Background: an optimization exercise with open tools, aiming at small area and a short achievable clock period. Do not read the settings as production practice.
In this exercise RTL edits were held to simulation tests only and were not proved equivalent to the original.
Power is estimated from default activity; no workload was simulated.

==> inputs of v3 <==
Design RISCV_architecture, start of the top module:
module RISCV_architecture #(parameter bitwidth = 32)(clk, rst, instruction, ALU_Result, PC, immediate, address, ALU_Result_reg,
read_data, ALUSrc, RegWrite, MemRead, MemWrite, branch, operand_A, operand_B, rd, byte_enable, rs2);
    input clk;
    input rst;
    input [31:0] instruction;
    output [31:0] ALU_Result;
    output [31:0] PC;
    output [31:0] immediate;
    output [31:0] address;
    output [31:0] ALU_Result_reg;
    output [31:0] read_data;
    output [31:0] operand_A;
    output [31:0] operand_B;
    output [4:0] rd;
    output [4:0] rs2;
    output [3:0] byte_enable;
    output ALUSrc;
    output RegWrite;
    output MemRead;
    output MemWrite;
    output branch;
    wire [31:0] ins = instruction;
    wire [6:0] opcode = ins[6:0];
    wire [2:0] f3 = ins[14:12];
    wire [6:0] f7 = ins[31:25];
    wire [4:0] rs1 = ins[19:15];
    assign rd  = ins[11:7];
    assign rs2 = ins[24:20];
    wire isR     = opcode == 7'b0110011;
    wire isL     = opcode == 7'b0000011;
    wire isI     = opcode == 7'b0010011;
    wire isS     = opcode == 7'b0100011;
    wire isB     = opcode == 7'b1100011;
    wire isLUI   = opcode == 7'b0110111;
    wire isAUIPC = opcode == 7'b0010111;
    wire isJAL   = opcode == 7'b1101111;
    wire isJALR0 = (opcode == 7'b1100111) && (f3 == 3'b000);
    wire f7z  = f7 == 7'b0000000;
    wire f7s  = f7 == 7'b0100000;
    wire f3e0 = f3 == 3'b000;
    wire f3e1 = f3 == 3'b001;
    wire f3e2 = f3 == 3'b010;
    wire f3e3 = f3 == 3'b011;
    wire f3e4 = f3 == 3'b100;
    wire f3e5 = f3 == 3'b101;
    wire f3e6 = f3 == 3'b110;
    wire f3e7 = f3 == 3'b111;
    wire f3mem = f3e0 | f3e1 | f3e2;    
    wire vL = isL & f3mem;
    wire vS = isS & f3mem;
    wire vI = isI & ~((f3e1 & ~f7z) | (f3e5 & ~f7z & ~f7s));
    wire vR = isR & ~((f3e0 & ~f7z & ~f7s) | (f3e5 & ~f7z & ~f7s) | f3e7);
  ...
export LEC_CHECK = 0
export CAP_MARGIN = 20
export CORE_MARGIN = 2
export CORE_UTILIZATION = 50
export SETUP_SLACK_MARGIN = 5
export SLEW_MARGIN = 20
export SYNTH_HIERARCHICAL = 1
export SYNTH_MINIMUM_KEEP_SIZE = 0
export TNS_END_PERCENT = 5
create_clock -name core_clock -period 16.0 [get_ports {clk}]
standard.sh (not shown) runs the stock make flow with config.mk's settings and CLKGATE_MAP_FILE= SYNTH_SCRIPT=/design/flow/synth_recipe.tcl, a recipe that flattens the netlist after the stock synthesis.
==> flow/flow/run.sh <==
#!/bin/bash
set -euo pipefail
bash standard.sh MATCH_CELL_FOOTPRINT=0 \
  "BUFFER_PORTS_ARGS=-buffer_cell sky130_fd_sc_hd__buf_4" \
  SETUP_SLACK_MARGIN=5.2 \
  finish > standard.log 2>&1
==> inputs of v31, as changes to v3 <==
==> flow/flow/run.sh (replaced) <==
#!/bin/bash
set -euo pipefail
bash standard.sh MATCH_CELL_FOOTPRINT=0 \
  "BUFFER_PORTS_ARGS=-buffer_cell sky130_fd_sc_hd__buf_2" \
  SETUP_SLACK_MARGIN=5.2 \
  finish > standard.log 2>&1
CTS_CLUSTER_DIAMETER = 110   (was not set)
CTS_CLUSTER_SIZE = 28   (was not set)
==> qor summary <==
item	v31	v3
Power density of the placed cells	119 nW/um^2	133 nW/um^2
Total number of vias	54400	55100
Sequential share of cell area	50.3%	48.9%
Met1 Routed Length	107000 um	109000 um
Headroom to the max-slew limit	9.46%	29.5%
Total clock network power	1690 uW	3050 uW
Net Sw Power	3390 uW	3680 uW
Clock slew seen by the registers of the worst setup and hold paths	0.12 ns	0.06 ns
Metal2 WL	120000 um	117000 um
Transition time at the pin with the least slew margin	1.35 ns	1.05 ns
Worst R2R Setup Slack	9.24 ns	9.07 ns
Total power consumption of the routed design	9020 uW	10400 uW
Result of the run	timing/DRC/antenna clean	timing/DRC/antenna clean
Combinational Power Share	34.7%	30.3%
M3 GR Usage	12.9%	13.7%
Fin worst setup slack	5.02 ns	4.94 ns
Critical R2R Launch	regs[28][13]	regs[28][6]
Buffers inserted during post-CTS setup optimization	25	21
Number of antenna violations at the first check in global routing	12	10
Worst-skew pair later-pin latency	0.75 ns	0.80 ns
Wire length after detailed routing	283000 um	285000 um

-- re-timing with driven ports --
How much do the figures lean on ideal ports? The routed layouts below were timed once more, with nothing changed but the port constraints.
Step 1 (the two cells are an assumption about what drives the block):
set clk [get_ports {clk}]
set_driving_cell -lib_cell sky130_fd_sc_hd__clkbuf_16 $clk
set_driving_cell -lib_cell sky130_fd_sc_hd__buf_2 [delete_from_list [all_inputs] $clk]
Step 2, shift: input delay + t, output delay - t, t = (earliest + latest rising clock arrival at the registers) / 2. This alone moves slack from input paths to output paths.
Three values: no drivers, after step 1, after step 2; two values: the first two.
| run | t, ns | setup slack, ns | hold slack, ns | slew at the worst register clock pin (ns) | worst slew at a driven data input, ns |
|---|---|---|---|---|---|
| v3 | 0.853 | 4.945 / 4.892 / 4.892 | 0.592 / 0.592 / 0.592 | 0.07 / 0.07 | 0.10 |
| v31 | 0.790 | 5.022 / 4.998 / 4.998 | 0.583 / 0.583 / 0.583 | 0.12 / 0.12 | 0.07 |
After both steps every run listed still meets setup and hold. For v3, which loses most, drivers alone change the setup slack by -0.053 ns; drivers and shift together by -0.053 ns.
